What follows belongs to an exercise in optimizing a design on an open flow for small area, a short achievable clock period and few clock cycles; a production flow would make more cautious choices.

quartz:
==> flow/design.v <==
module ALU #(
    parameter DATA_W = 32
)
(
    input                       i_clk,    
    input                       i_rst_n,  
    input                       i_valid,  
    input [DATA_W - 1 : 0]      i_A,      
    input [DATA_W - 1 : 0]      i_B,      
    input [         2 : 0]      i_inst,   
    output [2*DATA_W - 1 : 0]   o_data,   
    output                      o_done    
);
    reg         s_ex, s_mul, s_mulf, s_div;
    reg         done;
    reg         y_hc;       
    reg         y_sx;       
    reg         y_dv;       
    reg         e_sum, e_slt, e_div;  
    reg         e_sub;      
    reg  [4:0]  cnt;
    reg  [31:0] hi, lo;     
    reg  [31:0] opb;        
    reg  [31:0] hc;         
    reg         cy;         
    reg         satf, sats; 
    reg         sltf;       
    wire        idle = ~(s_ex | s_mul | s_mulf | s_div);
    assign o_data = {hi, satf ? {sats, {31{~sats}}} : {lo[31:1], lo[0] | sltf}};
    assign o_done = done;
    wire [35:0] p0 = {4'd0, opb & {32{lo[0]}}};
    wire [35:0] p1 = {3'd0, opb & {32{lo[1]}}, 1'b0};
    wire [35:0] p2 = {2'd0, opb & {32{lo[2]}}, 2'b0};
    wire [35:0] p3 = {1'd0, opb & {32{lo[3]}}, 3'b0};
    wire [35:0] p4 = {4'd0, hi};
    wire [35:0] p5 = {4'd0, hc};
    wire [35:0] s1a = p0 ^ p1 ^ p2;
    wire [35:0] c1a = {((p0 & p1) | (p0 & p2) | (p1 & p2)), 1'b0};
    wire [35:0] s1b = p3 ^ p4 ^ p5;
    wire [35:0] c1b = {((p3 & p4) | (p3 & p5) | (p4 & p5)), 1'b0};
    wire [35:0] s2  = s1a ^ c1a ^ s1b;
    wire [35:0] c2  = {((s1a & c1a) | (s1a & s1b) | (c1a & s1b)), 1'b0};
    wire [35:0] s3  = s2 ^ c2 ^ c1b;
    wire [35:0] c3  = {((s2 & c2) | (s2 & c1b) | (c2 & c1b)), 1'b0};
    wire [4:0]  nib = {1'b0, s3[3:0]} + {1'b0, c3[3:0]} + {4'd0, cy};
    wire [31:0] xa    = hi;
    wire        xs    = y_sx & hi[31];
    wire [31:0] ya    = opb;
    wire        ys    = (y_sx & opb[31]) | y_dv;
    wire        ac    = y_dv | e_sub | (y_hc & cy);
    wire [32:0] sum;
    pfx_add #(33) u_add (.a({xs, xa}), .b({ys, ya}), .c(ac), .s(sum));
    integer k;
    reg  [31:0] brev;
    always @(*) for (k = 0; k < 32; k = k + 1) brev[k] = opb[31-k];
    wire [31:0] shin  = s_ex ? brev : i_A;
    wire [4:0]  shamt = s_ex ? cnt : i_B[4:0];
    wire        fill  = s_ex | i_A[31];    
    wire [63:0] shx   = {{32{fill}}, shin} >> shamt;
    reg  [31:0] bnorm;
    always @(*) for (k = 0; k < 32; k = k + 1) bnorm[k] = shx[31-k];
    wire        bbig  = |i_B[31:5];
    wire [31:0] sra   = bbig ? {32{i_A[31]}} : shx[31:0];
    wire [4:0]  clzb, clza;
    clz32 u_clzb (.x(i_B), .n(clzb));
    clz32 u_clza (.x(i_A), .n(clza));
    wire        bzero = ~|i_B;
    wire        mzero = bzero | ~|i_A;      
    wire [4:0]  dlz   = clzb - clza;
    wire        aless = clza > clzb;        
    wire        dp0   = clza == clzb;       
    wire        dnow  = bzero | aless;      
    wire        op_as  = (i_inst == 3'd0) | (i_inst == 3'd1);
    wire        op_sub = (i_inst == 3'd1) | (i_inst == 3'd4);
    wire        op_lo  = (i_inst == 3'd2) | (i_inst == 3'd3) | (i_inst == 3'd5);  
    wire        op_mul = (i_inst == 3'd6);
    wire        op_div = (i_inst == 3'd7);
    reg  [31:0] lo_iss;
    always @(*) begin
        case (i_inst)
            3'd2:    lo_iss = i_A & i_B;
            3'd3:    lo_iss = i_A | i_B;
            3'd5:    lo_iss = sra;
            3'd6:    lo_iss = bzero ? 32'd0 : i_A;
            3'd7:    lo_iss = bzero ? 32'h7fffffff : 32'd0;
            default: lo_iss = i_A;
        endcase
    end
    wire        last  = (cnt == 5'd0);
    wire        rneg  = sum[32];
    wire        q     = ~sum[32];           
    wire        ovf   = sum[32] ^ sum[31];
    wire        go      = idle & i_valid;
    wire        n_ex    = go & ~op_lo & ~op_mul & ~(op_div & (dnow | dp0));
    wire        n_mul   = (go & op_mul & ~mzero) | (s_mul & ~last);
    wire        n_mulf  = s_mul & last;
    wire        n_div   = (go & op_div & ~dnow & dp0) | (s_ex & e_div) | (s_div & ~last);
    wire        n_exdiv = go & op_div & ~dnow & ~dp0;    
    wire        n_done  = (go & (op_lo | (op_div & dnow) | (op_mul & mzero))) | (s_ex & ~e_div) |
                          s_mulf | (s_div & last);
    always @(posedge i_clk or negedge i_rst_n) begin
        if (!i_rst_n) begin
            s_ex   <= 1'b0;
            s_mul  <= 1'b0;
            s_mulf <= 1'b0;
            s_div  <= 1'b0;
            done   <= 1'b0;
        end else begin
            s_ex   <= n_ex;
            s_mul  <= n_mul;
            s_mulf <= n_mulf;
            s_div  <= n_div;
            done   <= n_done;
        end
    end
    always @(posedge i_clk) begin
        y_hc  <= n_mulf;
        y_sx  <= n_ex & ~op_div;
        y_dv  <= n_div;
        cy    <= idle ? 1'b0 : nib[4];
        e_sum <= op_as;
        e_slt <= (i_inst == 3'd4);
        e_div <= op_div;
        e_sub <= idle & op_sub;
        hc   <= idle ? 32'd0 : c3[35:4];
        cnt  <= idle ? (i_inst[0] ? dlz : 5'd7) : s_ex ? cnt : cnt - 5'd1;
        satf <= s_ex & e_sum & ovf;
        sats <= rneg;
        sltf <= s_ex & e_slt & rneg;
        hi <= ({32{idle & (op_as | op_sub | op_div)}} & i_A) |
              ({32{s_mul}} & s3[35:4]) |
              ({32{s_ex & e_div}} & hi) |
              ({32{s_mulf | (s_div & q)}} & sum[31:0]) |
              ({32{s_div & ~q}} & hi);
        if (idle)        lo <= lo_iss;
        else if (s_ex)   lo <= {32{e_sum}} & sum[31:0];
        else if (s_mul)  lo <= {nib[3:0], lo[31:4]};
        else if (s_div)  lo <= {lo[30:0], q};
        if (idle)        opb <= i_B ^ {32{op_sub | op_div}};
        else if (s_ex)   opb <= bnorm;
        else if (s_mul & last) opb <= c3[35:4];      
        else if (s_div)  opb <= {1'b1, opb[31:1]};
    end
endmodule
module pfx_add #(parameter N = 36) (
    input  [N-1:0] a,
    input  [N-1:0] b,
    input          c,
    output [N-1:0] s
);
    localparam L = (N < 16) ? 4 : (N < 32) ? 5 : (N < 64) ? 6 : 7;
    wire [N:0] g [0:L];
    wire [N:0] p [0:L];
    assign g[0] = {a & b, c};
    assign p[0] = {a ^ b, 1'b0};
    genvar i, j;
    generate
        for (i = 0; i < L; i = i + 1) begin : lv
            for (j = 0; j <= N; j = j + 1) begin : bt
                if (j >= (1 << i)) begin : m
                    assign g[i+1][j] = g[i][j] | (p[i][j] & g[i][j - (1 << i)]);
                    assign p[i+1][j] = p[i][j] & p[i][j - (1 << i)];
                end else begin : t
                    assign g[i+1][j] = g[i][j];
                    assign p[i+1][j] = p[i][j];
                end
            end
        end
    endgenerate
    assign s = p[0][N:1] ^ g[L][N-1:0];
endmodule
module clz32 (
    input  [31:0] x,
    output [4:0]  n
);
    wire [7:0]  z;           
    wire [15:0] c;           
    genvar i;
    generate
        for (i = 0; i < 8; i = i + 1) begin : nb
            wire [3:0] v = x[4*i+3:4*i];
            assign z[i] = ~|v;
            assign c[2*i+1:2*i] = v[3] ? 2'd0 : v[2] ? 2'd1 : v[1] ? 2'd2 : 2'd3;
        end
    endgenerate
    wire [3:0]  zb;
    wire [11:0] cb;
    generate
        for (i = 0; i < 4; i = i + 1) begin : by
            assign zb[i] = z[2*i+1] & z[2*i];
            assign cb[3*i+2:3*i] = z[2*i+1] ? {1'b1, c[4*i+1:4*i]} : {1'b0, c[4*i+3:4*i+2]};
        end
    endgenerate
    wire [1:0]  zh;
    wire [7:0]  ch;
    generate
        for (i = 0; i < 2; i = i + 1) begin : hw
            assign zh[i] = zb[2*i+1] & zb[2*i];
            assign ch[4*i+3:4*i] = zb[2*i+1] ? {1'b1, cb[6*i+2:6*i]} : {1'b0, cb[6*i+5:6*i+3]};
        end
    endgenerate
    assign n = zh[1] ? {1'b1, ch[3:0]} : {1'b0, ch[7:4]};
endmodule
Settings: LEC_CHECK=0, CAP_MARGIN=20, CORE_MARGIN=2, CORE_UTILIZATION=40, SETUP_SLACK_MARGIN=3.1, SLEW_MARGIN=20; clock period 7.0 ns.
standard.sh (not shown) runs the stock make flow with config.mk's settings and CLKGATE_MAP_FILE= SYNTH_SCRIPT=/design/flow/synth_recipe.tcl, a recipe that flattens the netlist after the stock synthesis.
==> flow/flow/run.sh <==
#!/bin/bash
# The standard layout (the standard.sh: ORFS synthesis to final layout),
# with one ORFS setting changed: the port buffers are buf_2 cells instead of
# the resizer's default pick (a delay cell); every input and output port
# still gets a buffer.
set -euo pipefail
export BUFFER_PORTS_ARGS="-buffer_cell sky130_fd_sc_hd__buf_2"
bash standard.sh > standard.log 2>&1
quartz: all stages complete, timing, DRC and antenna checks passed
The following lists how juniper was set up differently from quartz:
# quartz
export LEC_CHECK = 0
export CAP_MARGIN = 20
export CORE_MARGIN = 2
export CORE_UTILIZATION = 40
export SETUP_SLACK_MARGIN = 3.1
export SLEW_MARGIN = 20
create_clock -name core_clock -period 7.0 [get_ports {i_clk}]
# juniper
export LEC_CHECK = 0
export CAP_MARGIN = 20
export CORE_MARGIN = 2
export CORE_UTILIZATION = 40
export SETUP_SLACK_MARGIN = 3.0
export SLEW_MARGIN = 20
create_clock -name core_clock -period 7.0 [get_ports {i_clk}]
Notes after the runs:
From quartz to juniper the numbers moved as follows: final-layout clock buffer total went up, overall global routing resource usage went down, final area went down. Looking at maximum frequency from static timing analysis, juniper sits 5.2% lower than quartz does. The higher met3 capacity usage during global routing of quartz and juniper is in juniper.
> inputs changed (juniper -> sierra)
# juniper
export LEC_CHECK = 0
export CAP_MARGIN = 20
export CORE_MARGIN = 2
export CORE_UTILIZATION = 40
export SETUP_SLACK_MARGIN = 3.0
export SLEW_MARGIN = 20
create_clock -name core_clock -period 7.0 [get_ports {i_clk}]
# sierra
export LEC_CHECK = 0
export CAP_MARGIN = 20
export CORE_MARGIN = 2
export CORE_UTILIZATION = 40
export SETUP_SLACK_MARGIN = 3.3
export SLEW_MARGIN = 20
export TNS_END_PERCENT = 10
create_clock -name core_clock -period 7.0 [get_ports {i_clk}]
Post-route minimum period in sierra is 0.18 ns below juniper. Taking juniper as the reference, in sierra multi-input gate share of the layout cell area decreased 0.71 points; relative area of clock buffers and inverters in the final design rose by 0.28 points; number of antenna repair diodes +3; data arrival time of the worst path now larger. sierra vs juniper, area used by multi-input combinational logic went up by about 0.8%. sierra: portion of the clock cycle consumed by the worst path in the final layout is 2.6 points lower than what juniper reported. Compared sierra vs juniper, and hold slack is up in sierra. juniper was smaller in final cell area than sierra.
Input changes introduced in yarrow (baseline for comparison: sierra):
# sierra
export LEC_CHECK = 0
export CAP_MARGIN = 20
export CORE_MARGIN = 2
export CORE_UTILIZATION = 40
export SETUP_SLACK_MARGIN = 3.3
export SLEW_MARGIN = 20
export TNS_END_PERCENT = 10
create_clock -name core_clock -period 7.0 [get_ports {i_clk}]
# yarrow
export LEC_CHECK = 0
export CAP_MARGIN = 20
export CORE_MARGIN = 2
export CORE_UTILIZATION = 40
export SETUP_SLACK_MARGIN = 3.3
export SLEW_MARGIN = 20
create_clock -name core_clock -period 7.0 [get_ports {i_clk}]
### Flow results
Between yarrow and sierra, the difference in die area is negligible.
Delta (yarrow minus sierra): final area saw an increase.
Setup slack of the critical path after layout delta for yarrow relative to sierra: 0.12 ns higher
yarrow — end-of-flow core utilization 0.80 points higher, sierra as reference
i_A[14] as the launch point of the critical path was reported by yarrow, and opb[12] by sierra.
Max required time of the worst setup path across yarrow and sierra: sierra
From sierra to yarrow the numbers moved as follows: area of the mapped netlist essentially unchanged; post-detailed-placement cell area essentially unchanged; slew at the pin with the worst max-slew slack decreased 0.12 ns.
No run of this note included a check of the RTL's function; only the layout flow was run.

-- afterwards: timing with drivers on the ports --
In the flow no input, the clock included, has a driving cell. The finished layouts below were timed again as built, in two steps.
Step 1 assumes that a clkbuf_16 drives the clock port and a buf_2 every other input.
Step 2, shift: input delay + t, output delay - t, t = (earliest + latest rising clock arrival at the registers) / 2. This alone moves slack from input paths to output paths.
a / b / c = ideal ports / drivers / drivers and shift; a / b = the first two.
| run | t, ns | setup slack, ns | worst hold slack (ns) | pins driven straight from the clock port |
|---|---|---|---|---|
| quartz | 0.532 | 3.140 / 3.171 / 2.650 | 0.475 / 0.475 / 0.475 | 1 |
| juniper | 0.532 | 2.926 / 2.966 / 2.433 | 0.527 / 0.527 / 0.527 | 1 |
| sierra | 0.528 | 3.107 / 3.107 / 2.625 | 0.538 / 0.538 / 0.538 | 1 |
| yarrow | 0.538 | 3.231 / 3.263 / 2.725 | 0.543 / 0.543 / 0.543 | 1 |
After both steps every run listed still meets setup and hold. For yarrow, which loses most, drivers alone change the setup slack by +0.032 ns; drivers and shift together by -0.506 ns.
